Source: an optimization exercise on an open RTL-to-GDS flow (aim: small area and a short achievable clock period). Production flows keep margins and buffers that such runs may drop.
Only simulation tests tie the RTL to the original design; equivalence was not proved.
Power figures rest on the tool's default switching activity, not on a simulated workload.

==> flow/design.v <==
module HA(input a, input b, output s, output co);
  assign s = a ^ b;
  assign co = a & b;
endmodule
module HAN(input a, input b, output s, output co);
  assign s = ~(a ^ b);
  OR2 o (a, b, co);
endmodule
module OR2(input a, input b, output y);
  assign y = a | b;
endmodule
module FA(input a, input b, input c, output s, output co);
  assign s = a ^ b ^ c;
  assign co = (a & b) | (a & c) | (b & c);
endmodule
module FA1(input a, input b, output s, output co);
  assign s = ~(a ^ b);
  OR2 o (a, b, co);
endmodule
module G_NAND2(input a, input b, output y);
  assign y = ~(a & b);
endmodule
module G_NOR2(input a, input b, output y);
  assign y = ~(a | b);
endmodule
module G_XOR2(input a, input b, output y);
  assign y = a ^ b;
endmodule
module G_XNOR2(input a, input b, output y);
  assign y = ~(a ^ b);
endmodule
module G_INV(input a, output y);
  assign y = ~a;
endmodule
module G_AOI21(input a1, input a2, input b1, output y);
  assign y = ~((a1 & a2) | b1);
endmodule
module G_OAI21(input a1, input a2, input b1, output y);
  assign y = ~((a1 | a2) & b1);
endmodule
module complex(clk, a0, a1, b0, b1, im, re);
  input clk;
  input [7:0] a0, a1, b0, b1;
  output reg [15:0] im, re;
  wire [15:0] re_d, im_d;
  wire rs1;
  wire rc2;
  wire rs3;
  wire rc4;
  wire rs5;
  wire rc6;
  wire rs7;
  wire rc8;
  wire rs9;
  wire rc10;
  wire rs11;
  wire rc12;
  wire rs13;
  wire rc14;
  wire rs15;
  wire rc16;
  wire rs17;
  wire rc18;
  wire rs19;
  wire rc20;
  wire rs21;
  wire rc22;
  wire rs23;
  wire rc24;
  wire rs25;
  wire rc26;
  wire rs27;
  wire rc28;
  wire rs29;
  wire rc30;
  wire rs31;
  wire rc32;
  wire rs33;
  wire rc34;
  wire rs35;
  wire rc36;
  wire rs37;
  wire rc38;
  wire rs39;
  wire rc40;
  wire rs41;
  wire rc42;
  wire rs43;
  wire rc44;
  wire rs45;
  wire rc46;
  wire rs47;
  wire rc48;
  wire rs49;
  wire rc50;
  wire rs51;
  wire rc52;
  wire rs53;
  wire rc54;
  wire rs55;
  wire rc56;
  wire rs57;
  wire rc58;
  wire rs59;
  wire rc60;
  wire rs61;
  wire rc62;
  wire rs63;
  wire rc64;
  wire rn65;
  wire rs66;
  wire rc67;
  wire rs68;
  wire rc69;
  wire rs70;
  wire rc71;
  wire rs72;
  wire rc73;
  wire rs74;
  wire rc75;
  wire rs76;
  wire rc77;
  wire rs78;
  wire rc79;
  wire rs80;
  wire rc81;
  wire rs82;
  wire rc83;
  wire rs84;
  wire rc85;
  wire rs86;
  wire rc87;
  wire rs88;
  wire rc89;
  wire rs90;
  wire rc91;
  wire rs92;
  wire rc93;
  wire rs94;
  wire rc95;
  wire rs96;
  wire rc97;
  wire rs98;
  wire rc99;
  wire rs100;
  wire rc101;
  wire rs102;
  wire rc103;
  wire rs104;
  wire rc105;
  wire rs106;
  wire rc107;
  wire rs108;
  wire rc109;
  wire rs110;
  wire rc111;
  wire rs112;
  wire rc113;
  wire rs114;
  wire rc115;
  wire rs116;
  wire rc117;
  wire rs118;
  wire rc119;
  wire rs120;
  wire rc121;
  wire rn122;
  wire rs123;
  wire rc124;
  wire rs125;
  wire rc126;
  wire rs127;
  wire rc128;
  wire rs129;
  wire rc130;
  wire rs131;
  wire rc132;
  wire rs133;
  wire rc134;
  wire rs135;
  wire rc136;
  wire rs137;
  wire rc138;
  wire rs139;
  wire rc140;
  wire rs141;
  wire rc142;
  wire rs143;
  wire rc144;
  wire rs145;
  wire rc146;
  wire rs147;
  wire rc148;
  wire rs149;
  wire rc150;
  wire rs151;
  wire rc152;
  wire rs153;
  wire rc154;
  wire rs155;
  wire rc156;
  wire rs157;
  wire rc158;
  wire rs159;
  wire rc160;
  wire rs161;
  wire rc162;
  wire rs163;
  wire rc164;
  wire rs165;
  wire rc166;
  wire rs167;
  wire rc168;
  wire rs169;
  wire rc170;
  wire rs171;
  wire rc172;
  wire rs173;
  wire rc174;
  wire rs175;
  wire rc176;
  wire rs177;
  wire rc178;
  wire rs179;
  wire rc180;
  wire rs181;
  wire rc182;
  wire rs183;
  wire rc184;
  wire rs185;
  wire rc186;
  wire rs187;
  wire rc188;
  wire rs189;
  wire rc190;
  wire rs191;
  wire rc192;
  wire rs193;
  wire rc194;
  wire rs195;
  wire rc196;
  wire rs197;
  wire rc198;
  wire rs199;
  wire rc200;
  wire rs201;
  wire rc202;
  wire rs203;
  wire rc204;
  wire rs205;
  wire rc206;
  wire rs207;
  wire rc208;
  wire rs209;
  wire rc210;
  wire rs211;
  wire rc212;
  wire rs213;
  wire rc214;
  wire rs215;
  wire rc216;
  wire rs217;
  wire rc218;
  wire rs219;
  wire rc220;
  wire rs221;
  wire rc222;
  wire rs223;
  wire rc224;
  wire rs225;
  wire rc226;
  wire rars227;
  wire rarc228;
  wire rars229;
  wire rarc230;
  wire rars231;
  wire rarc232;
  wire rars233;
  wire rarc234;
  wire rars235;
  wire rarc236;
  wire rars237;
  wire rarc238;
  wire rapw239;
  wire ragw240;
  wire ratw241;
  wire rapw242;
  wire ragw243;
  wire ratw244;
  wire rapw245;
  wire ragw246;
  wire ratw247;
  wire rapw248;
  wire ragw249;
  wire ratw250;
  wire rapw251;
  wire ragw252;
  wire ratw253;
  wire rapw254;
  wire ragw255;
  wire ratw256;
  wire rapw257;
  wire ragw258;
  wire ratw259;
  wire rapw260;
  wire ragw261;
  wire ratw262;
  wire rapw263;
  wire ragw264;
  wire ratw265;
  wire rapw266;
  wire raiw267;
  wire raxw268;
  wire raxw269;
  wire rayw270;
  wire raxw271;
  wire rayw272;
  wire raxw273;
  wire rayw274;
  wire raxw275;
  wire rayw276;
  wire raiw277;
  wire raxw278;
  wire raxw279;
  wire raiw280;
  wire raiw281;
  wire raxw282;
  wire rayw283;
  wire raxw284;
  wire rayw285;
  wire raxw286;
  wire raiw287;
  wire raxw288;
  wire raiw289;
  wire raxw290;
  wire raxw291;
  wire raiw292;
  wire raxw293;
  wire raxw294;
  wire rasw295;
  wire rasw296;
  wire rasw297;
  wire rasw298;
  wire rasw299;
  wire rasw300;
  wire rasw301;
  wire rasw302;
  wire rasw303;
  wire rasw304;
  wire is305;
  wire ic306;
  wire is307;
  wire ic308;
  wire is309;
  wire ic310;
  wire is311;
  wire ic312;
  wire is313;
  wire ic314;
  wire is315;
  wire ic316;
  wire is317;
  wire ic318;
  wire is319;
  wire ic320;
  wire is321;
  wire ic322;
  wire is323;
  wire ic324;
  wire is325;
  wire ic326;
  wire is327;
  wire ic328;
  wire is329;
  wire ic330;
  wire is331;
  wire ic332;
  wire is333;
  wire ic334;
  wire is335;
  wire ic336;
  wire is337;
  wire ic338;
  wire is339;
  wire ic340;
  wire is341;
  wire ic342;
  wire is343;
  wire ic344;
  wire is345;
  wire ic346;
  wire is347;
  wire ic348;
  wire is349;
  wire ic350;
  wire is351;
  wire ic352;
  wire is353;
  wire ic354;
  wire is355;
  wire ic356;
  wire is357;
  wire ic358;
  wire is359;
  wire ic360;
  wire is361;
  wire ic362;
  wire is363;
  wire ic364;
  wire is365;
  wire ic366;
  wire is367;
  wire ic368;
  wire is369;
  wire ic370;
  wire is371;
  wire ic372;
  wire is373;
  wire ic374;
  wire is375;
  wire ic376;
  wire is377;
  wire ic378;
  wire is379;
  wire ic380;
  wire is381;
  wire ic382;
  wire is383;
  wire ic384;
  wire is385;
  wire ic386;
  wire is387;
  wire ic388;
  wire is389;
  wire ic390;
  wire is391;
  wire ic392;
  wire is393;
  wire ic394;
  wire is395;
  wire ic396;
  wire is397;
  wire ic398;
  wire is399;
  wire ic400;
  wire is401;
  wire ic402;
  wire is403;
  wire ic404;
  wire is405;
  wire ic406;
  wire is407;
  wire ic408;
  wire is409;
  wire ic410;
  wire is411;
  wire ic412;
  wire is413;
  wire ic414;
  wire is415;
  wire ic416;
  wire is417;
  wire ic418;
  wire is419;
  wire ic420;
  wire is421;
  wire ic422;
  wire is423;
  wire ic424;
  wire is425;
  wire ic426;
  wire is427;
  wire ic428;
  wire is429;
  wire ic430;
  wire is431;
  wire ic432;
  wire is433;
  wire ic434;
  wire is435;
  wire ic436;
  wire is437;
  wire ic438;
  wire is439;
  wire ic440;
  wire is441;
  wire ic442;
  wire is443;
  wire ic444;
  wire is445;
  wire ic446;
  wire is447;
  wire ic448;
  wire is449;
  wire ic450;
  wire is451;
  wire ic452;
  wire is453;
  wire ic454;
  wire is455;
  wire ic456;
  wire is457;
  wire ic458;
  wire is459;
  wire ic460;
  wire is461;
  wire ic462;
  wire is463;
  wire ic464;
  wire is465;
  wire ic466;
  wire is467;
  wire ic468;
  wire is469;
  wire ic470;
  wire is471;
  wire ic472;
  wire is473;
  wire ic474;
  wire is475;
  wire ic476;
  wire is477;
  wire ic478;
  wire is479;
  wire ic480;
  wire is481;
  wire ic482;
  wire is483;
  wire ic484;
  wire is485;
  wire ic486;
  wire is487;
  wire ic488;
  wire is489;
  wire ic490;
  wire is491;
  wire ic492;
  wire is493;
  wire ic494;
  wire is495;
  wire ic496;
  wire is497;
  wire ic498;
  wire is499;
  wire ic500;
  wire is501;
  wire ic502;
  wire is503;
  wire ic504;
  wire is505;
  wire ic506;
  wire is507;
  wire ic508;
  wire is509;
  wire ic510;
  wire is511;
  wire ic512;
  wire is513;
  wire ic514;
  wire iasw515;
  wire iarw516;
  wire iars517;
  wire iarc518;
  wire iaow519;
  wire iars520;
  wire iarc521;
  wire iaow522;
  wire iars523;
  wire iarc524;
  wire iaow525;
  wire iars526;
  wire iarc527;
  wire iaow528;
  wire iars529;
  wire iarc530;
  wire iaow531;
  wire iapw532;
  wire iagw533;
  wire iatw534;
  wire iapw535;
  wire iagw536;
  wire iatw537;
  wire iapw538;
  wire iagw539;
  wire iatw540;
  wire iapw541;
  wire iagw542;
  wire iatw543;
  wire iapw544;
  wire iagw545;
  wire iatw546;
  wire iapw547;
  wire iagw548;
  wire iatw549;
  wire iapw550;
  wire iagw551;
  wire iatw552;
  wire iapw553;
  wire iagw554;
  wire iatw555;
  wire iapw556;
  wire iagw557;
  wire iatw558;
  wire iapw559;
  wire iaiw560;
  wire iaxw561;
  wire iaxw562;
  wire iayw563;
  wire iaxw564;
  wire iayw565;
  wire iaxw566;
  wire iayw567;
  wire iaxw568;
  wire iayw569;
  wire iaiw570;
  wire iaxw571;
  wire iaxw572;
  wire iaiw573;
  wire iaiw574;
  wire iaxw575;
  wire iayw576;
  wire iaxw577;
  wire iayw578;
  wire iaxw579;
  wire iaiw580;
  wire iaxw581;
  wire iaiw582;
  wire iaxw583;
  wire iaxw584;
  wire iaiw585;
  wire iaxw586;
  wire iaxw587;
  wire iasw588;
  wire iasw589;
  wire iasw590;
  wire iasw591;
  wire iasw592;
  wire iasw593;
  wire iasw594;
  wire iasw595;
  wire iasw596;
  wire iasw597;
  FA1 ru2 ((a0[0] & b0[6]), (a0[1] & b0[5]), rs1, rc2);
  FA1 ru4 ((a0[0] & b0[7]), (a0[1] & b0[6]), rs3, rc4);
  FA ru6 ((a0[2] & b0[5]), (a0[3] & b0[4]), (a0[4] & b0[3]), rs5, rc6);
  HA ru8 ((a0[5] & b0[2]), (a0[6] & b0[1]), rs7, rc8);
  FA1 ru10 ((a0[1] & b0[7]), (a0[2] & b0[6]), rs9, rc10);
  FA ru12 ((a0[3] & b0[5]), (a0[4] & b0[4]), (a0[5] & b0[3]), rs11, rc12);
  HA ru14 ((a0[6] & b0[2]), (a0[7] & b0[1]), rs13, rc14);
  FA ru16 ((a0[2] & b0[7]), (a0[3] & b0[6]), (a0[4] & b0[5]), rs15, rc16);
  FA1 ru18 ((a0[0] & b0[4]), (a0[1] & b0[3]), rs17, rc18);
  FA1 ru20 ((a0[0] & b0[5]), (a0[1] & b0[4]), rs19, rc20);
  FA ru22 ((a0[2] & b0[3]), (a0[3] & b0[2]), (a0[4] & b0[1]), rs21, rc22);
  HA ru24 ((a0[5] & b0[0]), ~(a1[0] & b1[5]), rs23, rc24);
  FA ru26 ((a0[2] & b0[4]), (a0[3] & b0[3]), (a0[4] & b0[2]), rs25, rc26);
  FA ru28 ((a0[5] & b0[1]), (a0[6] & b0[0]), ~(a1[0] & b1[6]), rs27, rc28);
  FA ru30 (~(a1[1] & b1[5]), ~(a1[2] & b1[4]), ~(a1[3] & b1[3]), rs29, rc30);
  HA ru32 (~(a1[4] & b1[2]), ~(a1[5] & b1[1]), rs31, rc32);
  FA ru34 ((a0[7] & b0[0]), ~(a1[0] & b1[7]), ~(a1[1] & b1[6]), rs33, rc34);
  FA ru36 (~(a1[2] & b1[5]), ~(a1[3] & b1[4]), ~(a1[4] & b1[3]), rs35, rc36);
  FA ru38 (~(a1[5] & b1[2]), ~(a1[6] & b1[1]), ~(a1[7] & b1[0]), rs37, rc38);
  FA ru40 (rc2, rs3, rs7, rs39, rc40);
  FA ru42 (~(a1[1] & b1[7]), ~(a1[2] & b1[6]), ~(a1[3] & b1[5]), rs41, rc42);
  FA ru44 (~(a1[4] & b1[4]), ~(a1[5] & b1[3]), ~(a1[6] & b1[2]), rs43, rc44);
  FA ru46 (~(a1[7] & b1[1]), rc4, rc8, rs45, rc46);
  FA ru48 (rs9, rs13, rc6, rs47, rc48);
  FA ru50 ((a0[5] & b0[4]), (a0[6] & b0[3]), (a0[7] & b0[2]), rs49, rc50);
  FA ru52 (~(a1[2] & b1[7]), ~(a1[3] & b1[6]), ~(a1[4] & b1[5]), rs51, rc52);
  FA ru54 (~(a1[5] & b1[4]), ~(a1[6] & b1[3]), ~(a1[7] & b1[2]), rs53, rc54);
  FA ru56 (rc10, rc14, rc12, rs55, rc56);
  FA ru58 ((a0[3] & b0[7]), (a0[4] & b0[6]), (a0[5] & b0[5]), rs57, rc58);
  FA ru60 ((a0[6] & b0[4]), (a0[7] & b0[3]), ~(a1[3] & b1[7]), rs59, rc60);
  FA ru62 (~(a1[4] & b1[6]), ~(a1[5] & b1[5]), ~(a1[6] & b1[4]), rs61, rc62);
  FA ru64 ((a0[4] & b0[7]), (a0[5] & b0[6]), (a0[6] & b0[5]), rs63, rc64);
  assign rn65 = ~(a0[0] & b0[2]);
  FA1 ru67 ((a0[0] & b0[3]), (a0[1] & b0[2]), rs66, rc67);
  FA ru69 ((a0[2] & b0[1]), (a0[3] & b0[0]), ~(a1[0] & b1[3]), rs68, rc69);
  FA ru71 ((a0[2] & b0[2]), (a0[3] & b0[1]), (a0[4] & b0[0]), rs70, rc71);
  FA ru73 (~(a1[0] & b1[4]), ~(a1[1] & b1[3]), ~(a1[2] & b1[2]), rs72, rc73);
  HA ru75 (~(a1[3] & b1[1]), ~(a1[4] & b1[0]), rs74, rc75);
  FA ru77 (~(a1[1] & b1[4]), ~(a1[2] & b1[3]), ~(a1[3] & b1[2]), rs76, rc77);
  FA ru79 (~(a1[4] & b1[1]), ~(a1[5] & b1[0]), rc18, rs78, rc79);
  FA ru81 (rs19, rs23, rc75, rs80, rc81);
  FA ru83 (~(a1[6] & b1[0]), rc20, rs1, rs82, rc83);
  FA ru85 (rc24, rs31, rc22, rs84, rc85);
  FA ru87 (rc77, rs25, rs27, rs86, rc87);
  FA ru89 (rc32, rc26, rc28, rs88, rc89);
  FA ru91 (rc30, rs5, rs33, rs90, rc91);
  FA ru93 (rs35, rs37, rc83, rs92, rc93);
  FA ru95 (rc34, rc36, rc38, rs94, rc95);
  FA ru97 (rs11, rs41, rs43, rs96, rc97);
  FA ru99 (rc40, rs45, rc89, rs98, rc99);
  FA ru101 (rc42, rc44, rs15, rs100, rc101);
  FA ru103 (rs49, rs51, rs53, rs102, rc103);
  FA ru105 (rc46, rc48, rc95, rs104, rc105);
  FA ru107 (~(a1[7] & b1[3]), rc16, rc50, rs106, rc107);
  FA ru109 (rc52, rc54, rs57, rs108, rc109);
  FA ru111 (rs59, rs61, rc56, rs110, rc111);
  FA ru113 ((a0[7] & b0[4]), ~(a1[4] & b1[7]), ~(a1[5] & b1[6]), rs112, rc113);
  FA ru115 (~(a1[6] & b1[5]), ~(a1[7] & b1[4]), rc58, rs114, rc115);
  FA ru117 (rc60, rc62, rs63, rs116, rc117);
  FA ru119 ((a0[5] & b0[7]), (a0[6] & b0[6]), (a0[7] & b0[5]), rs118, rc119);
  FA ru121 (~(a1[5] & b1[7]), ~(a1[6] & b1[6]), ~(a1[7] & b1[5]), rs120, rc121);
  assign rn122 = ~(a0[0] & b0[1]);
  FA ru124 ((a0[1] & b0[1]), (a0[2] & b0[0]), ~(a1[0] & b1[2]), rs123, rc124);
  HA ru126 (~(a1[1] & b1[1]), ~(a1[2] & b1[0]), rs125, rc126);
  FA ru128 (~(a1[1] & b1[2]), ~(a1[2] & b1[1]), ~(a1[3] & b1[0]), rs127, rc128);
  FA ru130 ((a0[0] & b0[2]), rs66, rc126, rs129, rc130);
  FA ru132 (rc67, rs17, rs74, rs131, rc132);
  FA ru134 (rc69, rc128, rs70, rs133, rc134);
  FA ru136 (rc71, rc73, rs21, rs135, rc136);
  FA ru138 (rs76, rs78, rc132, rs137, rc138);
  FA ru140 (rs29, rc79, rc81, rs139, rc140);
  FA ru142 (rs82, rs84, rc136, rs141, rc142);
  FA ru144 (rs39, rc85, rc87, rs143, rc144);
  FA ru146 (rs88, rs90, rc140, rs145, rc146);
  FA ru148 (rs47, rc91, rs94, rs147, rc148);
  FA ru150 (rs96, rc93, rs98, rs149, rc150);
  FA ru152 (rs55, rc97, rs100, rs151, rc152);
  FA ru154 (rs102, rc99, rs104, rs153, rc154);
  FA ru156 (rc101, rc103, rs106, rs155, rc156);
  FA ru158 (rs108, rc105, rs110, rs157, rc158);
  FA ru160 (rs112, rc107, rc109, rs159, rc160);
  FA ru162 (rs114, rs116, rc111, rs161, rc162);
  FA ru164 (rc64, rc113, rs118, rs163, rc164);
  FA ru166 (rs120, rc115, rc117, rs165, rc166);
  FA ru168 ((a0[6] & b0[7]), (a0[7] & b0[6]), ~(a1[6] & b1[7]), rs167, rc168);
  FA ru170 (~(a1[7] & b1[6]), rc119, rc121, rs169, rc170);
  HA ru172 ((a0[1] & b0[0]), ~(a1[0] & b1[1]), rs171, rc172);
  FA ru174 ((a0[0] & b0[1]), rn65, rs125, rs173, rc174);
  FA ru176 (rc124, rs68, rs127, rs175, rc176);
  FA ru178 (rs72, rc130, rs131, rs177, rc178);
  FA ru180 (rs80, rc134, rs135, rs179, rc180);
  FA ru182 (rs86, rc138, rs139, rs181, rc182);
  FA ru184 (rs92, rc142, rs143, rs183, rc184);
  FA ru186 (rc144, rs147, rc146, rs185, rc186);
  FA ru188 (rc148, rs151, rc150, rs187, rc188);
  FA ru190 (rc152, rs155, rc154, rs189, rc190);
  FA ru192 (rc156, rs159, rc158, rs191, rc192);
  FA ru194 (rs163, rc160, rs165, rs193, rc194);
  FA ru196 (rs167, rc164, rs169, rs195, rc196);
  FA ru198 ((a0[7] & b0[7]), ~(a1[7] & b1[7]), rc168, rs197, rc198);
  HA ru200 (~(a1[1] & b1[0]), rn122, rs199, rc200);
  FA ru202 (rc172, rc200, rs123, rs201, rc202);
  FA ru204 (rc174, rs129, rc202, rs203, rc204);
  FA ru206 (rc176, rs133, rs177, rs205, rc206);
  FA ru208 (rs137, rc178, rs179, rs207, rc208);
  FA ru210 (rs141, rc180, rs181, rs209, rc210);
  FA ru212 (rc182, rs145, rs183, rs211, rc212);
  FA ru214 (rs149, rc184, rs185, rs213, rc214);
  FA ru216 (rs153, rc186, rs187, rs215, rc216);
  FA ru218 (rs157, rc188, rs189, rs217, rc218);
  FA ru220 (rs161, rc190, rs191, rs219, rc220);
  FA ru222 (rc162, rs193, rc192, rs221, rc222);
  FA ru224 (rc166, rs195, rc194, rs223, rc224);
  FA ru226 (rc170, rs197, rc196, rs225, rc226);
  FA1 raru228 ((a0[0] & b0[0]), ~(a1[0] & b1[0]), rars227, rarc228);
  FA raru230 (rs171, rs199, rarc228, rars229, rarc230);
  FA raru232 (rs173, rs201, rarc230, rars231, rarc232);
  FA raru234 (rs175, rs203, rarc232, rars233, rarc234);
  FA raru236 (rc204, rs205, rarc234, rars235, rarc236);
  FA raru238 (rc206, rs207, rarc236, rars237, rarc238);
  G_XOR2 rapu239 (rc208, rs209, rapw239);
  G_NAND2 ragu240 (rc208, rs209, ragw240);
  G_NOR2 ratu241 (rc208, rs209, ratw241);
  G_XOR2 rapu242 (rc210, rs211, rapw242);
  G_NAND2 ragu243 (rc210, rs211, ragw243);
  G_NOR2 ratu244 (rc210, rs211, ratw244);
  G_XOR2 rapu245 (rc212, rs213, rapw245);
  G_NAND2 ragu246 (rc212, rs213, ragw246);
  G_NOR2 ratu247 (rc212, rs213, ratw247);
  G_XOR2 rapu248 (rc214, rs215, rapw248);
  G_NAND2 ragu249 (rc214, rs215, ragw249);
  G_NOR2 ratu250 (rc214, rs215, ratw250);
  G_XOR2 rapu251 (rc216, rs217, rapw251);
  G_NAND2 ragu252 (rc216, rs217, ragw252);
  G_NOR2 ratu253 (rc216, rs217, ratw253);
  G_XOR2 rapu254 (rc218, rs219, rapw254);
  G_NAND2 ragu255 (rc218, rs219, ragw255);
  G_NOR2 ratu256 (rc218, rs219, ratw256);
  G_XOR2 rapu257 (rc220, rs221, rapw257);
  G_NAND2 ragu258 (rc220, rs221, ragw258);
  G_NOR2 ratu259 (rc220, rs221, ratw259);
  G_XOR2 rapu260 (rc222, rs223, rapw260);
  G_NAND2 ragu261 (rc222, rs223, ragw261);
  G_NOR2 ratu262 (rc222, rs223, ratw262);
  G_XOR2 rapu263 (rc224, rs225, rapw263);
  G_NAND2 ragu264 (rc224, rs225, ragw264);
  G_NOR2 ratu265 (rc224, rs225, ratw265);
  G_XOR2 rapu266 (rc198, rc226, rapw266);
  G_INV raiu267 (rarc238, raiw267);
  G_OAI21 raxu268 (ratw241, raiw267, ragw240, raxw268);
  G_OAI21 raxu269 (ratw247, ragw243, ragw246, raxw269);
  G_NOR2 rayu270 (ratw247, ratw244, rayw270);
  G_OAI21 raxu271 (ratw253, ragw249, ragw252, raxw271);
  G_NOR2 rayu272 (ratw253, ratw250, rayw272);
  G_OAI21 raxu273 (ratw259, ragw255, ragw258, raxw273);
  G_NOR2 rayu274 (ratw259, ratw256, rayw274);
  G_OAI21 raxu275 (ratw265, ragw261, ragw264, raxw275);
  G_NOR2 rayu276 (ratw265, ratw262, rayw276);
  G_INV raiu277 (raxw268, raiw277);
  G_OAI21 raxu278 (ratw244, raiw277, ragw243, raxw278);
  G_AOI21 raxu279 (rayw270, raxw268, raxw269, raxw279);
  G_INV raiu280 (raxw271, raiw280);
  G_INV raiu281 (rayw272, raiw281);
  G_OAI21 raxu282 (ratw256, raiw280, ragw255, raxw282);
  G_NOR2 rayu283 (ratw256, raiw281, rayw283);
  G_AOI21 raxu284 (rayw274, raxw271, raxw273, raxw284);
  G_NAND2 rayu285 (rayw274, rayw272, rayw285);
  G_OAI21 raxu286 (ratw250, raxw279, ragw249, raxw286);
  G_INV raiu287 (raxw279, raiw287);
  G_AOI21 raxu288 (rayw272, raiw287, raxw271, raxw288);
  G_INV raiu289 (raxw279, raiw289);
  G_AOI21 raxu290 (rayw283, raiw289, raxw282, raxw290);
  G_OAI21 raxu291 (rayw285, raxw279, raxw284, raxw291);
  G_INV raiu292 (raxw291, raiw292);
  G_OAI21 raxu293 (ratw262, raiw292, ragw261, raxw293);
  G_AOI21 raxu294 (rayw276, raxw291, raxw275, raxw294);
  G_XOR2 rasu295 (rapw239, rarc238, rasw295);
  G_XOR2 rasu296 (rapw242, raxw268, rasw296);
  G_XOR2 rasu297 (rapw245, raxw278, rasw297);
  G_XNOR2 rasu298 (rapw248, raxw279, rasw298);
  G_XOR2 rasu299 (rapw251, raxw286, rasw299);
  G_XNOR2 rasu300 (rapw254, raxw288, rasw300);
  G_XNOR2 rasu301 (rapw257, raxw290, rasw301);
  G_XOR2 rasu302 (rapw260, raxw291, rasw302);
  G_XOR2 rasu303 (rapw263, raxw293, rasw303);
  G_XNOR2 rasu304 (rapw266, raxw294, rasw304);
  HAN iu306 (~(a0[0] & b1[6]), ~(a0[1] & b1[5]), is305, ic306);
  FA iu308 (~(a0[0] & b1[7]), ~(a0[1] & b1[6]), ~(a0[2] & b1[5]), is307, ic308);
  FA iu310 (~(a0[3] & b1[4]), ~(a0[4] & b1[3]), ~(a0[5] & b1[2]), is309, ic310);
  FA iu312 (~(a0[1] & b1[7]), ~(a0[2] & b1[6]), ~(a0[3] & b1[5]), is311, ic312);
  HAN iu314 (~(a0[4] & b1[4]), ~(a0[5] & b1[3]), is313, ic314);
  HAN iu316 (~(a0[2] & b1[7]), ~(a0[3] & b1[6]), is315, ic316);
  HAN iu318 (~(a0[0] & b1[4]), ~(a0[1] & b1[3]), is317, ic318);
  FA iu320 (~(a0[0] & b1[5]), ~(a0[1] & b1[4]), ~(a0[2] & b1[3]), is319, ic320);
  FA iu322 (~(a0[3] & b1[2]), ~(a0[4] & b1[1]), ~(a0[5] & b1[0]), is321, ic322);
  FA iu324 (~(a0[2] & b1[4]), ~(a0[3] & b1[3]), ~(a0[4] & b1[2]), is323, ic324);
  FA iu326 (~(a0[5] & b1[1]), ~(a0[6] & b1[0]), ~(a1[0] & b0[6]), is325, ic326);
  FA iu328 (~(a1[1] & b0[5]), ~(a1[2] & b0[4]), ~(a1[3] & b0[3]), is327, ic328);
  FA iu330 (~(a0[6] & b1[1]), ~(a0[7] & b1[0]), ~(a1[0] & b0[7]), is329, ic330);
  FA iu332 (~(a1[1] & b0[6]), ~(a1[2] & b0[5]), ~(a1[3] & b0[4]), is331, ic332);
  FA iu334 (~(a1[4] & b0[3]), ~(a1[5] & b0[2]), ~(a1[6] & b0[1]), is333, ic334);
  HAN iu336 (~(a1[7] & b0[0]), ic306, is335, ic336);
  FA iu338 (~(a0[6] & b1[2]), ~(a0[7] & b1[1]), ~(a1[1] & b0[7]), is337, ic338);
  FA iu340 (~(a1[2] & b0[6]), ~(a1[3] & b0[5]), ~(a1[4] & b0[4]), is339, ic340);
  FA iu342 (~(a1[5] & b0[3]), ~(a1[6] & b0[2]), ~(a1[7] & b0[1]), is341, ic342);
  FA iu344 (is313, ic308, ic310, is343, ic344);
  FA iu346 (~(a0[4] & b1[5]), ~(a0[5] & b1[4]), ~(a0[6] & b1[3]), is345, ic346);
  FA iu348 (~(a0[7] & b1[2]), ~(a1[2] & b0[7]), ~(a1[3] & b0[6]), is347, ic348);
  FA iu350 (~(a1[4] & b0[5]), ~(a1[5] & b0[4]), ~(a1[6] & b0[3]), is349, ic350);
  FA iu352 (~(a1[7] & b0[2]), ic314, is315, is351, ic352);
  FA iu354 (~(a0[3] & b1[7]), ~(a0[4] & b1[6]), ~(a0[5] & b1[5]), is353, ic354);
  FA iu356 (~(a0[6] & b1[4]), ~(a0[7] & b1[3]), ~(a1[3] & b0[7]), is355, ic356);
  FA iu358 (~(a1[4] & b0[6]), ~(a1[5] & b0[5]), ~(a1[6] & b0[4]), is357, ic358);
  FA iu360 (~(a0[4] & b1[7]), ~(a0[5] & b1[6]), ~(a0[6] & b1[5]), is359, ic360);
  FA iu362 (~(a0[0] & b1[3]), ~(a0[1] & b1[2]), ~(a0[2] & b1[1]), is361, ic362);
  FA iu364 (~(a0[2] & b1[2]), ~(a0[3] & b1[1]), ~(a0[4] & b1[0]), is363, ic364);
  FA iu366 (~(a1[0] & b0[4]), ~(a1[1] & b0[3]), ~(a1[2] & b0[2]), is365, ic366);
  FA iu368 (~(a1[0] & b0[5]), ~(a1[1] & b0[4]), ~(a1[2] & b0[3]), is367, ic368);
  FA iu370 (~(a1[3] & b0[2]), ~(a1[4] & b0[1]), ~(a1[5] & b0[0]), is369, ic370);
  HAN iu372 (ic318, ic364, is371, ic372);
  FA iu374 (~(a1[4] & b0[2]), ~(a1[5] & b0[1]), ~(a1[6] & b0[0]), is373, ic374);
  FA iu376 (is305, ic320, ic322, is375, ic376);
  FA iu378 (ic368, ic370, is323, is377, ic378);
  FA iu380 (ic324, ic326, ic328, is379, ic380);
  FA iu382 (ic374, is307, is309, is381, ic382);
  FA iu384 (is329, is331, is333, is383, ic384);
  FA iu386 (ic330, ic332, ic334, is385, ic386);
  FA iu388 (is311, is337, is339, is387, ic388);
  FA iu390 (is341, ic336, ic380, is389, ic390);
  FA iu392 (ic312, ic338, ic340, is391, ic392);
  FA iu394 (ic342, is345, is347, is393, ic394);
  FA iu396 (is349, is351, ic344, is395, ic396);
  FA iu398 (~(a1[7] & b0[3]), ic316, ic346, is397, ic398);
  FA iu400 (ic348, ic350, is353, is399, ic400);
  FA iu402 (is355, is357, ic352, is401, ic402);
  FA iu404 (~(a0[7] & b1[4]), ~(a1[4] & b0[7]), ~(a1[5] & b0[6]), is403, ic404);
  FA iu406 (~(a1[6] & b0[5]), ~(a1[7] & b0[4]), ic354, is405, ic406);
  FA iu408 (ic356, ic358, is359, is407, ic408);
  FA iu410 (~(a0[5] & b1[7]), ~(a0[6] & b1[6]), ~(a0[7] & b1[5]), is409, ic410);
  FA iu412 (~(a1[5] & b0[7]), ~(a1[6] & b0[6]), ~(a1[7] & b0[5]), is411, ic412);
  FA iu414 (~(a0[0] & b1[2]), ~(a0[1] & b1[1]), ~(a0[2] & b1[0]), is413, ic414);
  FA iu416 (~(a0[3] & b1[0]), ~(a1[0] & b0[3]), ~(a1[1] & b0[2]), is415, ic416);
  HAN iu418 (~(a1[2] & b0[1]), ~(a1[3] & b0[0]), is417, ic418);
  FA iu420 (~(a1[3] & b0[1]), ~(a1[4] & b0[0]), is317, is419, ic420);
  FA iu422 (ic418, ic362, ic416, is421, ic422);
  FA iu424 (ic366, is319, is321, is423, ic424);
  FA iu426 (is367, is369, is371, is425, ic426);
  FA iu428 (is325, is327, is373, is427, ic428);
  FA iu430 (ic372, is375, ic424, is429, ic430);
  FA iu432 (is335, ic376, ic378, is431, ic432);
  FA iu434 (is379, ic428, is381, is433, ic434);
  FA iu436 (is343, ic382, ic384, is435, ic436);
  FA iu438 (is385, is387, is389, is437, ic438);
  FA iu440 (ic386, ic388, is391, is439, ic440);
  FA iu442 (is393, ic390, is395, is441, ic442);
  FA iu444 (ic392, ic394, is397, is443, ic444);
  FA iu446 (is399, is401, ic396, is445, ic446);
  FA iu448 (is403, ic398, ic400, is447, ic448);
  FA iu450 (is405, is407, ic402, is449, ic450);
  FA iu452 (ic360, ic404, is409, is451, ic452);
  FA iu454 (is411, ic406, ic408, is453, ic454);
  FA iu456 (~(a0[6] & b1[7]), ~(a0[7] & b1[6]), ~(a1[6] & b0[7]), is455, ic456);
  FA iu458 (~(a1[7] & b0[6]), ic410, ic412, is457, ic458);
  HAN iu460 (~(a0[0] & b1[1]), ~(a0[1] & b1[0]), is459, ic460);
  FA iu462 (~(a1[0] & b0[2]), ~(a1[1] & b0[1]), ~(a1[2] & b0[0]), is461, ic462);
  FA iu464 (is417, ic414, ic462, is463, ic464);
  FA iu466 (is363, is365, is419, is465, ic466);
  FA iu468 (ic420, ic422, is423, is467, ic468);
  FA iu470 (is377, is427, ic426, is469, ic470);
  FA iu472 (is383, ic430, is431, is471, ic472);
  FA iu474 (ic432, ic434, is435, is473, ic474);
  FA iu476 (ic436, is439, ic438, is475, ic476);
  FA iu478 (ic440, is443, ic442, is477, ic478);
  FA iu480 (ic444, is447, is449, is479, ic480);
  FA iu482 (is451, ic448, is453, is481, ic482);
  FA iu484 (is455, ic452, is457, is483, ic484);
  FA iu486 (~(a0[7] & b1[7]), ~(a1[7] & b0[7]), ic456, is485, ic486);
  HAN iu488 (~(a1[0] & b0[1]), ~(a1[1] & b0[0]), is487, ic488);
  FA iu490 (ic460, ic488, is413, is489, ic490);
  FA iu492 (is361, is415, is463, is491, ic492);
  FA iu494 (ic464, is421, is465, is493, ic494);
  FA iu496 (is425, ic466, is467, is495, ic496);
  FA iu498 (is429, ic468, is469, is497, ic498);
  FA iu500 (is433, ic470, is471, is499, ic500);
  FA iu502 (is437, ic472, is473, is501, ic502);
  FA iu504 (is441, ic474, is475, is503, ic504);
  FA iu506 (is445, ic476, is477, is505, ic506);
  FA iu508 (ic446, is479, ic478, is507, ic508);
  FA iu510 (ic450, is481, ic480, is509, ic510);
  FA iu512 (ic454, is483, ic482, is511, ic512);
  FA iu514 (ic458, is485, ic484, is513, ic514);
  G_XOR2 iasu515 (~(a0[0] & b1[0]), ~(a1[0] & b0[0]), iasw515);
  OR2 iaru516 (~(a0[0] & b1[0]), ~(a1[0] & b0[0]), iarw516);
  FA iaru518 (is459, is487, iarw516, iars517, iarc518);
  G_INV iaou519 (iars517, iaow519);
  FA iaru521 (is461, is489, iarc518, iars520, iarc521);
  G_INV iaou522 (iars520, iaow522);
  FA iaru524 (ic490, is491, iarc521, iars523, iarc524);
  G_INV iaou525 (iars523, iaow525);
  FA iaru527 (ic492, is493, iarc524, iars526, iarc527);
  G_INV iaou528 (iars526, iaow528);
  FA iaru530 (ic494, is495, iarc527, iars529, iarc530);
  G_INV iaou531 (iars529, iaow531);
  G_XOR2 iapu532 (ic496, is497, iapw532);
  G_NAND2 iagu533 (ic496, is497, iagw533);
  G_NOR2 iatu534 (ic496, is497, iatw534);
  G_XOR2 iapu535 (ic498, is499, iapw535);
  G_NAND2 iagu536 (ic498, is499, iagw536);
  G_NOR2 iatu537 (ic498, is499, iatw537);
  G_XOR2 iapu538 (ic500, is501, iapw538);
  G_NAND2 iagu539 (ic500, is501, iagw539);
  G_NOR2 iatu540 (ic500, is501, iatw540);
  G_XOR2 iapu541 (ic502, is503, iapw541);
  G_NAND2 iagu542 (ic502, is503, iagw542);
  G_NOR2 iatu543 (ic502, is503, iatw543);
  G_XOR2 iapu544 (ic504, is505, iapw544);
  G_NAND2 iagu545 (ic504, is505, iagw545);
  G_NOR2 iatu546 (ic504, is505, iatw546);
  G_XOR2 iapu547 (ic506, is507, iapw547);
  G_NAND2 iagu548 (ic506, is507, iagw548);
  G_NOR2 iatu549 (ic506, is507, iatw549);
  G_XOR2 iapu550 (ic508, is509, iapw550);
  G_NAND2 iagu551 (ic508, is509, iagw551);
  G_NOR2 iatu552 (ic508, is509, iatw552);
  G_XOR2 iapu553 (ic510, is511, iapw553);
  G_NAND2 iagu554 (ic510, is511, iagw554);
  G_NOR2 iatu555 (ic510, is511, iatw555);
  G_XOR2 iapu556 (ic512, is513, iapw556);
  G_NAND2 iagu557 (ic512, is513, iagw557);
  G_NOR2 iatu558 (ic512, is513, iatw558);
  G_XOR2 iapu559 (ic486, ic514, iapw559);
  G_INV iaiu560 (iarc530, iaiw560);
  G_AOI21 iaxu561 (iagw533, iaiw560, iatw534, iaxw561);
  G_AOI21 iaxu562 (iagw539, iatw537, iatw540, iaxw562);
  G_NAND2 iayu563 (iagw539, iagw536, iayw563);
  G_AOI21 iaxu564 (iagw545, iatw543, iatw546, iaxw564);
  G_NAND2 iayu565 (iagw545, iagw542, iayw565);
  G_AOI21 iaxu566 (iagw551, iatw549, iatw552, iaxw566);
  G_NAND2 iayu567 (iagw551, iagw548, iayw567);
  G_AOI21 iaxu568 (iagw557, iatw555, iatw558, iaxw568);
  G_NAND2 iayu569 (iagw557, iagw554, iayw569);
  G_INV iaiu570 (iaxw561, iaiw570);
  G_AOI21 iaxu571 (iagw536, iaiw570, iatw537, iaxw571);
  G_OAI21 iaxu572 (iayw563, iaxw561, iaxw562, iaxw572);
  G_INV iaiu573 (iaxw564, iaiw573);
  G_INV iaiu574 (iayw565, iaiw574);
  G_AOI21 iaxu575 (iagw548, iaiw573, iatw549, iaxw575);
  G_NAND2 iayu576 (iagw548, iaiw574, iayw576);
  G_OAI21 iaxu577 (iayw567, iaxw564, iaxw566, iaxw577);
  G_NOR2 iayu578 (iayw567, iayw565, iayw578);
  G_AOI21 iaxu579 (iagw542, iaxw572, iatw543, iaxw579);
  G_INV iaiu580 (iaxw572, iaiw580);
  G_OAI21 iaxu581 (iayw565, iaiw580, iaxw564, iaxw581);
  G_INV iaiu582 (iaxw572, iaiw582);
  G_OAI21 iaxu583 (iayw576, iaiw582, iaxw575, iaxw583);
  G_AOI21 iaxu584 (iayw578, iaxw572, iaxw577, iaxw584);
  G_INV iaiu585 (iaxw584, iaiw585);
  G_AOI21 iaxu586 (iagw554, iaiw585, iatw555, iaxw586);
  G_OAI21 iaxu587 (iayw569, iaxw584, iaxw568, iaxw587);
  G_XNOR2 iasu588 (iapw532, iarc530, iasw588);
  G_XNOR2 iasu589 (iapw535, iaxw561, iasw589);
  G_XNOR2 iasu590 (iapw538, iaxw571, iasw590);
  G_XOR2 iasu591 (iapw541, iaxw572, iasw591);
  G_XNOR2 iasu592 (iapw544, iaxw579, iasw592);
  G_XOR2 iasu593 (iapw547, iaxw581, iasw593);
  G_XOR2 iasu594 (iapw550, iaxw583, iasw594);
  G_XNOR2 iasu595 (iapw553, iaxw584, iasw595);
  G_XNOR2 iasu596 (iapw556, iaxw586, iasw596);
  G_XOR2 iasu597 (iapw559, iaxw587, iasw597);
  assign re_d[0] = rars227;
  assign re_d[1] = rars229;
  assign re_d[2] = rars231;
  assign re_d[3] = rars233;
  assign re_d[4] = rars235;
  assign re_d[5] = rars237;
  assign re_d[6] = rasw295;
  assign re_d[7] = rasw296;
  assign re_d[8] = rasw297;
  assign re_d[9] = rasw298;
  assign re_d[10] = rasw299;
  assign re_d[11] = rasw300;
  assign re_d[12] = rasw301;
  assign re_d[13] = rasw302;
  assign re_d[14] = rasw303;
  assign re_d[15] = rasw304;
  assign im_d[0] = iasw515;
  assign im_d[1] = iaow519;
  assign im_d[2] = iaow522;
  assign im_d[3] = iaow525;
  assign im_d[4] = iaow528;
  assign im_d[5] = iaow531;
  assign im_d[6] = iasw588;
  assign im_d[7] = iasw589;
  assign im_d[8] = iasw590;
  assign im_d[9] = iasw591;
  assign im_d[10] = iasw592;
  assign im_d[11] = iasw593;
  assign im_d[12] = iasw594;
  assign im_d[13] = iasw595;
  assign im_d[14] = iasw596;
  assign im_d[15] = iasw597;
  always @(posedge clk) begin
    re <= re_d;
    im <= im_d;
  end
endmodule
==> flow/flow/run.sh <==
#!/bin/bash
set -o pipefail
export BUFFER_PORTS_ARGS="-buffer_cell sky130_fd_sc_hd__buf_1"
export CTS_ARGS="-sink_clustering_enable -sink_clustering_size 32 -sink_clustering_max_diameter 200 -buf_list sky130_fd_sc_hd__clkbuf_8 -dont_use_dummy_load -repair_clock_nets"
cp standard.sh standard_sh.txt 2>/dev/null
bash standard.sh > standard.log 2>&1
==> flow/standard.sh <==
#!/bin/bash
# synth_recipe.tcl (not shown) runs the flow's synth.tcl, then flattens the netlist and writes it again
# the make line also repeats each setting of config.mk as NAME=value (left out here)
make -C /OpenROAD-flow-scripts/flow DESIGN_CONFIG=/design/flow/config.mk WORK_HOME=/design/flow/orfs CLKGATE_MAP_FILE= SYNTH_SCRIPT=/design/flow/synth_recipe.tcl "${@:-finish}"
==> flow/config.mk <==
export PLATFORM = sky130hd
export DESIGN_NAME = complex
export DESIGN_NICKNAME = complex
export VERILOG_FILES = /design/flow/design.v
export SDC_FILE = /design/flow/constraint.sdc
export NUM_CORES = 4
export LEC_CHECK = 0
export CAP_MARGIN = 20
export CORE_MARGIN = 2
export CORE_UTILIZATION = 40
export PLACE_DENSITY = 0.6
export SETUP_SLACK_MARGIN = 4.5
export SLEW_MARGIN = 20
export SYNTH_HIERARCHICAL = 1
export TNS_END_PERCENT = 0.0
==> flow/constraint.sdc <==
create_clock -name core_clock -period 10.0 [get_ports {clk}]
set_input_delay 2.0000 -clock core_clock [delete_from_list [all_inputs] [get_ports {clk}]]
set_output_delay 2.0000 -clock core_clock [all_outputs]
set_load 0.01 [all_outputs]
==> insert_results.sql, run 1 <==
INSERT INTO impl_metrics (metric_group, metric, value, unit) VALUES
('synth', 'ys_warns', '7', ''),
('timing', 'timing.setup.tns', '0', 'ps'),
('hold_path', 'hold_end', 're[0]', ''),
('drt', 'detailedRoute.firstPassIterationCount', '5', ''),
('synth', 'ys_ff_latch', '32', ''),
('grt', 'met1_capacity_usage_during_global_routing', '0.2394', ''),
('cells_and_area', 'nFillCells', '1711', ''),
('grt', 'top_usage_layer', 'met2', ''),
('clocking', 'clockBufferDepth', '2', ''),
('clocking', 'cts_root_buffer', 'sky130_fd_sc_hd__clkbuf_8', ''),
('hold_path', 'hold_path_class', 'primary input to register', ''),
('floorplanning', 'number_of_placed_i_o_pins', '65', ''),
('setup_path', 'worst_ep_arrival_time', '5710', 'ps'),
('placement', 'globalplace.congestion', '0.8181', ''),
('setup_path', 'crit_path_max_fanout', '16', ''),
('drt', 'vias_per_cell', '5.023', ''),
('synth', 'syn_area', '7382', 'um^2'),
('hold_path', 'instance_count_along_the_most_critical_hold_path', '3', ''),
('clocking', 'h_tree_depth', '2', ''),
('floorplanning', 'floorplan.die_area', '19560', 'um^2'),
('floorplanning', 'core_area', '18020', 'um^2'),
('setup_path', 'endpoint_kind', 'register', ''),
('clocking', 'clkSlewWorstSetupHoldPaths', '80', 'ps'),
('pwr', 'powerDensity', '354.3', 'nW/um^2'),
('placement', 'port_buffers', '64', ''),
('clocking', 'cts-buffers-inserted', '5', ''),
('floorplanning', 'dieWidth', '139.9', 'um'),
('hold_path', 'min-delay-start', 'b1[0]', ''),
('cells_and_area', 'drive_gt1_frac', '0.1922', ''),
('grt', 'met3_capacity_usage_during_global_routing', '0.03235', ''),
('cells_and_area', 'final-instance-count-excl-fill', '994', ''),
('grt', 'grt_max_degree', '19', ''),
('timing', 'post-route-period-util', '0.5475', ''),
('timing', 'fin_crit', '5475', 'ps'),
('synth', 'synth_nets', '966', ''),
('cells_and_area', 'area.growth.synth_to_final', '14.51', '%'),
('grt', 'grt_first_pass_wirelength', '27.09', 'mm'),
('synth', 'netlist-cell-type-count', '15', ''),
('grt', 'first_global_vias', '5407', ''),
('timing', 'max_slew.worst_pin.slew', '283.2', 'ps'),
('placement', 'detailedPlacementHpwl', '11.86', 'mm'),
('synth', 'post_syn_area_per_cell', '10.24', 'um^2'),
('cells_and_area', 'final_cell_mix', 'sky130_fd_sc_hd__nand2_1, sky130_fd_sc_hd__fa_1, sky130_fd_sc_hd__and2_1', ''),
('drt', 'finalWirelength', '15.97', 'mm'),
('setup_path', 'startpoint_type', 'primary input', ''),
('floorplanning', 'die_h', '139.9', 'um'),
('floorplanning', 'start_util', '0.4096', ''),
('timing', 'final-hold-violation-count', '0', ''),
('timing', 'fmax', '0.1827', 'GHz'),
('grt', 'groute.usage.overall', '0.1758', ''),
('flow_run', 'maxCapViolCount', '0', ''),
('setup_path', 'worstSetupStartpoint', 'a1[7]', ''),
('timing', 'drv_slew', '0', ''),
('timing', 'slew-limit-headroom', '0.8099', ''),
('pwr', 'power.leakage', '3.152', 'nW'),
('placement', 'numPlacedInstances', '966', ''),
('synth', 'synth_sequential_area_ratio', '0.08678', ''),
('drt', 'wl_per_cell', '16.07', 'um'),
('floorplanning', 'row_count', '49', ''),
('drt', 'initialDrtViolationCount', '289', ''),
('pwr', 'max-vdd-ir-drop', '0.2397', 'mV'),
('setup_path', 'path_class', 'primary input to register', ''),
('drt', 'ant_nets', '0', ''),
('cells_and_area', 'layout.cells.most_common', 'sky130_fd_sc_hd__nand2_1', ''),
('cells_and_area', 'insertedDiodeCount', '0', ''),
('run_status', 'run_status', 'finished clean', ''),
('grt', 'grt_overflow', '0', ''),
('clocking', 'cts_tree', 'built', ''),
('clocking', 'numClockSinks', '32', ''),
('cells_and_area', 'nNetsFinal', '1012', ''),
('grt', 'use_met2', '0.2945', ''),
('drt', 'dr_total_vias', '4993', ''),
('drt', 'post-route-drc-count', '0', ''),
('timing', 'setup_repair_after_global_routing_missed_its_margin', 'true', ''),
('grt', 'antenna_found_initial', '0', ''),
('synth', 'number_of_standard_cells_after_synthesis', '721', ''),
('setup_path', 'required_time_at_the_endpoint_of_the_critical_path', '10240', 'ps'),
('timing', 'timing.final.setup_violations', '0', ''),
('clocking', 'hold_buffers', '0', '');
## modules after synthesis (local to each module, per instance)
module,times used,area (um^2),cells inside,flip-flops and latches
HA,8,12.51,1,0
OR2,17,6.256,1,0
G_AOI21,15,8.758,1,0
FA1,7,8.758,1,0
HAN,9,8.758,1,0
FA,204,20.02,1,0
G_XOR2,31,8.758,1,0
G_NAND2,24,3.754,1,0
G_OAI21,15,5.005,1,0
G_NOR2,24,3.754,1,0
complex,1,2135,338,32
G_INV,19,3.754,1,0
G_XNOR2,10,8.758,1,0
## worst max-delay path by stage
stage	slack, ps	cells past startpoint	endpoint
detailed placement	3400	14	im[15]
global route	4350	15	im[14]
floorplan	4240	16	re[14]
CTS	4500	15	re[14]
finish	4530	15	re[14]
global placement	3470	14	im[15]
## power by group
| part | internal (mW) | switching (mW) | leakage, nW |
|---|---|---|---|
| Clock | 0.0449 | 0.0523 | 0.0359 |
| Combinational | 1.30 | 1.34 | 2.85 |
| Sequential | 0.241 | 0.0149 | 0.270 |
| Total | 1.58 | 1.41 | 3.15 |
## synthesized netlist by cell type, drive strengths merged
library cell | instances | area, um^2
a21oi | 15 | 131.4
and2 | 64 | 400.4
buf | 32 | 285.3
clkbuf | 16 | 80.08
dfxtp | 32 | 640.6
fa | 204 | 4084
ha | 8 | 100.1
inv | 19 | 71.32
nand2 | 218 | 818.3
nor2 | 24 | 90.09
o21ai | 15 | 75.07
or2 | 17 | 106.4
xnor2 | 26 | 227.7
xor2 | 31 | 271.5
## registers in the layout, summed over array words and instances, names as in the netlist
name,cells
im,16
re,16
## area by class of cell
| class | instances | area, um^2 | share of cell area |
|---|---|---|---|
| multi-input combinational | 622 | 6511 | 0.7703 |
| timing repair buffer | 87 | 874.6 | 0.1035 |
| sequential | 32 | 640.6 | 0.07578 |
| tap | 229 | 286.5 | 0.03390 |
| inverter | 19 | 71.32 | 0.008437 |
| clock buffer | 5 | 68.82 | 0.008141 |
## worst max-delay path: stages
cell,delay (ps)
sky130_fd_sc_hd__buf_12,130
sky130_fd_sc_hd__nand2_2,70
sky130_fd_sc_hd__fa_2,400
sky130_fd_sc_hd__fa_2,410
sky130_fd_sc_hd__fa_2,470
sky130_fd_sc_hd__fa_2,370
sky130_fd_sc_hd__fa_1,490
sky130_fd_sc_hd__fa_2,580
sky130_fd_sc_hd__nor2_2,50
sky130_fd_sc_hd__nor2_2,150
sky130_fd_sc_hd__nand2_2,80
sky130_fd_sc_hd__o21ai_4,200
sky130_fd_sc_hd__inv_2,50
sky130_fd_sc_hd__o21ai_2,110
sky130_fd_sc_hd__xor2_1,130
## layer usage
layer,vias to the layer above,part of all wire
li1,2229,-
met1,2605,0.42
met2,150,0.51
met3,9,0.059
met4,0,0.011
met5,-,0
## timing repair
item	in CTS	in global routing
pin swaps	26	40
setup buffers	18	5
setup endpoints to repair	18	10
gates resized for setup	144	70
## logic make-up (layout without fill, tap and decap cells)
kind of cell | after synthesis | count (layout) | synth area share
adder cells (fa/ha/maj) | 212 | 212 | 0.5668
XOR/XNOR | 57 | 57 | 0.06763
flip-flops | 32 | 32 | 0.08678
AO/OA/AOI/OAI | 30 | 30 | 0.02797
AND/OR/NAND/NOR | 323 | 323 | 0.1917
buffers and inverters | 67 | 111 | 0.05915
## metrics by stage
step                      instance area [um^2]  setup WS, ps  power [mW]  hold WS, ps  utilization
after floorplan                           7600          4241       2.128         2233            -
after global placement                    7586          3471       2.431         2386       0.4209
after detailed placement                  7586          3398       2.465         2388       0.4209
after CTS                                 8172          4499       2.883         1984       0.4534
after global routing                      8453          4348       3.363         2031       0.4690
final                                     8453          4525       2.995         2015       0.4690
==> run 2, diff against run 1 <==
--- a/flow/config.mk
+++ b/flow/config.mk
@@ -11,3 +11,3 @@
 export PLACE_DENSITY = 0.6
-export SETUP_SLACK_MARGIN = 4.5
+export SETUP_SLACK_MARGIN = 4.3
 export SLEW_MARGIN = 20
==> insert_results.sql, run 2 <==
INSERT INTO impl_metrics (metric_group, metric, value, unit) VALUES
('run_status', 'run_status', 'finished clean', ''),
('clocking', 'cts-buffers-inserted', '5', ''),
('synth', 'yosys.cell_count.top_type', 'sky130_fd_sc_hd__nand2_1', ''),
('timing', 'setup_ws', '4432', 'ps'),
('synth', 'syn_area', '7382', 'um^2'),
('grt', 'groute.usage.overall', '0.1733', ''),
('floorplanning', 'number_of_placed_i_o_pins', '65', ''),
('pwr', 'max-vdd-ir-drop', '0.2213', 'mV'),
('floorplanning', 'row_count', '49', ''),
('clocking', 'clockBufferDepth', '2', ''),
('floorplanning', 'floorplan.die_area', '19560', 'um^2'),
('placement', 'dp_worst_setup_slack', '3398', 'ps'),
('drt', 'finalWirelength', '15.49', 'mm'),
('timing', 'holdWs', '2025', 'ps'),
('cells_and_area', 'final-instance-count-excl-fill', '979', ''),
('setup_path', 'path_class', 'primary input to register', ''),
('clocking', 'clkSlewWorstSetupHoldPaths', '80', 'ps'),
('cells_and_area', 'reg_top3', 'im (16), re (16)', ''),
('synth', 'synth_enable_flop_cells', '0', ''),
('synth', 'synthFlopType', 'sky130_fd_sc_hd__dfxtp_1', ''),
('drt', 'post-route-drc-count', '0', ''),
('clocking', 'cts_root_buffer', 'sky130_fd_sc_hd__clkbuf_8', ''),
('clocking', 'hold_buffers', '0', ''),
('timing', 'setup_repair_after_global_routing_missed_its_margin', 'true', ''),
('floorplanning', 'dieWidth', '139.9', 'um'),
('timing', 'max_slew.worst_pin.slew', '269.9', 'ps'),
('setup_path', 'crit_path_max_fanout', '16', ''),
('cells_and_area', 'nNetsFinal', '997', ''),
('synth', 'ys_ff_latch', '32', ''),
('synth', 'ys_warns', '7', ''),
('hold_path', 'hold_path_class', 'primary input to register', ''),
('setup_path', 'endpoint_kind', 'register', ''),
('drt', 'wl_per_cell', '15.83', 'um'),
('setup_path', 'worst_ep_arrival_time', '5810', 'ps'),
('timing', 'fmax', '0.1796', 'GHz'),
('cells_and_area', 'area.sequential', '640.6', 'um^2'),
('drt', 'dr_total_vias', '4874', ''),
('grt', 'first_global_vias', '5363', ''),
('cells_and_area', 'insertedDiodeCount', '0', ''),
('cells_and_area', 'nFillCells', '1759', ''),
('cells_and_area', 'area.growth.synth_to_final', '7.898', '%'),
('synth', 'yosys-top-cells-area', 'sky130_fd_sc_hd__fa_1, sky130_fd_sc_hd__nand2_1, sky130_fd_sc_hd__dfxtp_1, sky130_fd_sc_hd__and2_1, sky130_fd_sc_hd__xor2_1', ''),
('placement', 'numPlacedInstances', '966', ''),
('cells_and_area', 'multiInputGateArea', '6414', 'um^2'),
('synth', 'netlist-cell-type-count', '15', ''),
('timing', 'post-route-period-util', '0.5568', ''),
('clocking', 'numClockSinks', '32', ''),
('timing', 'timing.setup.tns', '0', 'ps'),
('setup_path', 'startpoint_type', 'primary input', '');
==> run 2: changes by cell type in the layout (fill, tap and decap cells not counted), moves of 6 or more <==
cell	change
sky130_fd_sc_hd__fa_1	+14
sky130_fd_sc_hd__fa_2	-14
sky130_fd_sc_hd__buf_12	-18
sky130_fd_sc_hd__buf_6	+12
sky130_fd_sc_hd__and2_1	+7
sky130_fd_sc_hd__and2_4	-7
sky130_fd_sc_hd__nand2_1	+11
sky130_fd_sc_hd__nand2_2	-11
sky130_fd_sc_hd__clkbuf_4	+6
sky130_fd_sc_hd__buf_8	-13
==> run 2: power breakdown <==
part | switching, mW | total (mW) | internal, mW
Sequential | 0.0149 | 0.256 | 0.241
Combinational | 1.27 | 2.41 | 1.14
Clock | 0.0525 | 0.0974 | 0.0449
==> run 2: path summary, 6_finish.rpt <==
path	startpoint	end	slack (ps)	depth (start not counted)
setup / recovery	b0[0]	re[14]	4430	15
hold / removal	a0[0]	im[0]	2020	3
==> run 2: timing repair <==
action	CTS	global route
endpoints found under the setup margin	14	12
endpoints found under the hold margin	0	0
buffers inserted	5	3
pin swaps	5	12
gates resized for setup	64	59
==> run 2: per-stage QoR <==
stage	area, um^2	util
after floorplan	7600	-
after global placement	7586	0.4209
after detailed placement	7586	0.4209
after CTS	7789	0.4321
after global routing	7965	0.4419
final	7965	0.4419
==> run 2: critical path, stage by stage <==
cell	delay, ps
sky130_fd_sc_hd__buf_4	180
sky130_fd_sc_hd__and2_4	180
sky130_fd_sc_hd__fa_2	390
sky130_fd_sc_hd__fa_2	400
sky130_fd_sc_hd__fa_2	350
sky130_fd_sc_hd__fa_1	400
sky130_fd_sc_hd__fa_1	460
sky130_fd_sc_hd__fa_1	590
sky130_fd_sc_hd__nor2_2	80
sky130_fd_sc_hd__nor2_2	140
sky130_fd_sc_hd__nand2_1	110
sky130_fd_sc_hd__o21ai_4	200
sky130_fd_sc_hd__inv_1	70
sky130_fd_sc_hd__o21ai_2	120
sky130_fd_sc_hd__xor2_1	130
==> run 2: cell families (layout without fill, tap and decap cells) <==
logic type | after synthesis | after routing | share of synthesized area
AOI/OAI and AO/OA | 30 | 30 | 0.02797
xor gates and xnor gates | 57 | 57 | 0.06763
adders and majority gates | 212 | 212 | 0.5668
buffers and inverters | 67 | 96 | 0.05915
DFF | 32 | 32 | 0.08678
and+or+nand+nor | 323 | 323 | 0.1917
==> run 2: per-module statistics from Yosys, one instance, submodules excluded, a selection <==
module / copies in the design / cells inside / flip-flops and latches / cell area (um^2)
G_NOR2: 24 / 1 / 0 / 3.754
complex: 1 / 338 / 32 / 2135
G_XOR2: 31 / 1 / 0 / 8.758
G_NAND2: 24 / 1 / 0 / 3.754
OR2: 17 / 1 / 0 / 6.256
G_INV: 19 / 1 / 0 / 3.754
FA1: 7 / 1 / 0 / 8.758
FA: 204 / 1 / 0 / 20.02
G_XNOR2: 10 / 1 / 0 / 8.758
==> run 2: layout make-up <==
type	count	area share
inverters	19	0.008954
clock buffers	5	0.008640
repair buffers	72	0.06079
well taps	229	0.03597
multi-input cells	622	0.8052
flip-flops and latches	32	0.08043
==> run 2: routing by layer <==
metal  share of wire  vias up  global-route usage
met3           0.069       13             0.03166
met4           0.014        0             0.04053
met1            0.42     2506              0.2379
met2            0.49      161              0.2878
met5               0        -                   0
li1                -     2194                   -

[afterwards: timing with drivers on the ports]
Ports are ideal in the flow. The routed layouts listed here were re-timed in OpenROAD. Step 1: set_driving_cell puts a clkbuf_16 on clk and a buf_2 on each other input, an assumption about the parent block. Step 2 adds t to the input delays and takes it off the output delays; t is the mean of the earliest and latest rising clock arrival at the registers after step 1. Input paths then give back, and output paths get back, about the clock's delay inside the block. a / b / c = ideal / step 1 / step 2; a / b = the first two.
run	t (ns)	setup WS [ns]	hold slack, ns	clock arrival spread, ns	pins driven straight from the clock port
run 1	0.339	4.525 / 4.497 / 4.158	2.015 / 2.023 / 2.362	0.026 / 0.026	1
run 2	0.338	4.432 / 4.434 / 4.096	2.025 / 2.022 / 2.360	0.027 / 0.027	1
After both steps every run listed still meets setup and hold. For run 1, which loses most, drivers alone change the setup slack by -0.028 ns; drivers and shift together by -0.367 ns.
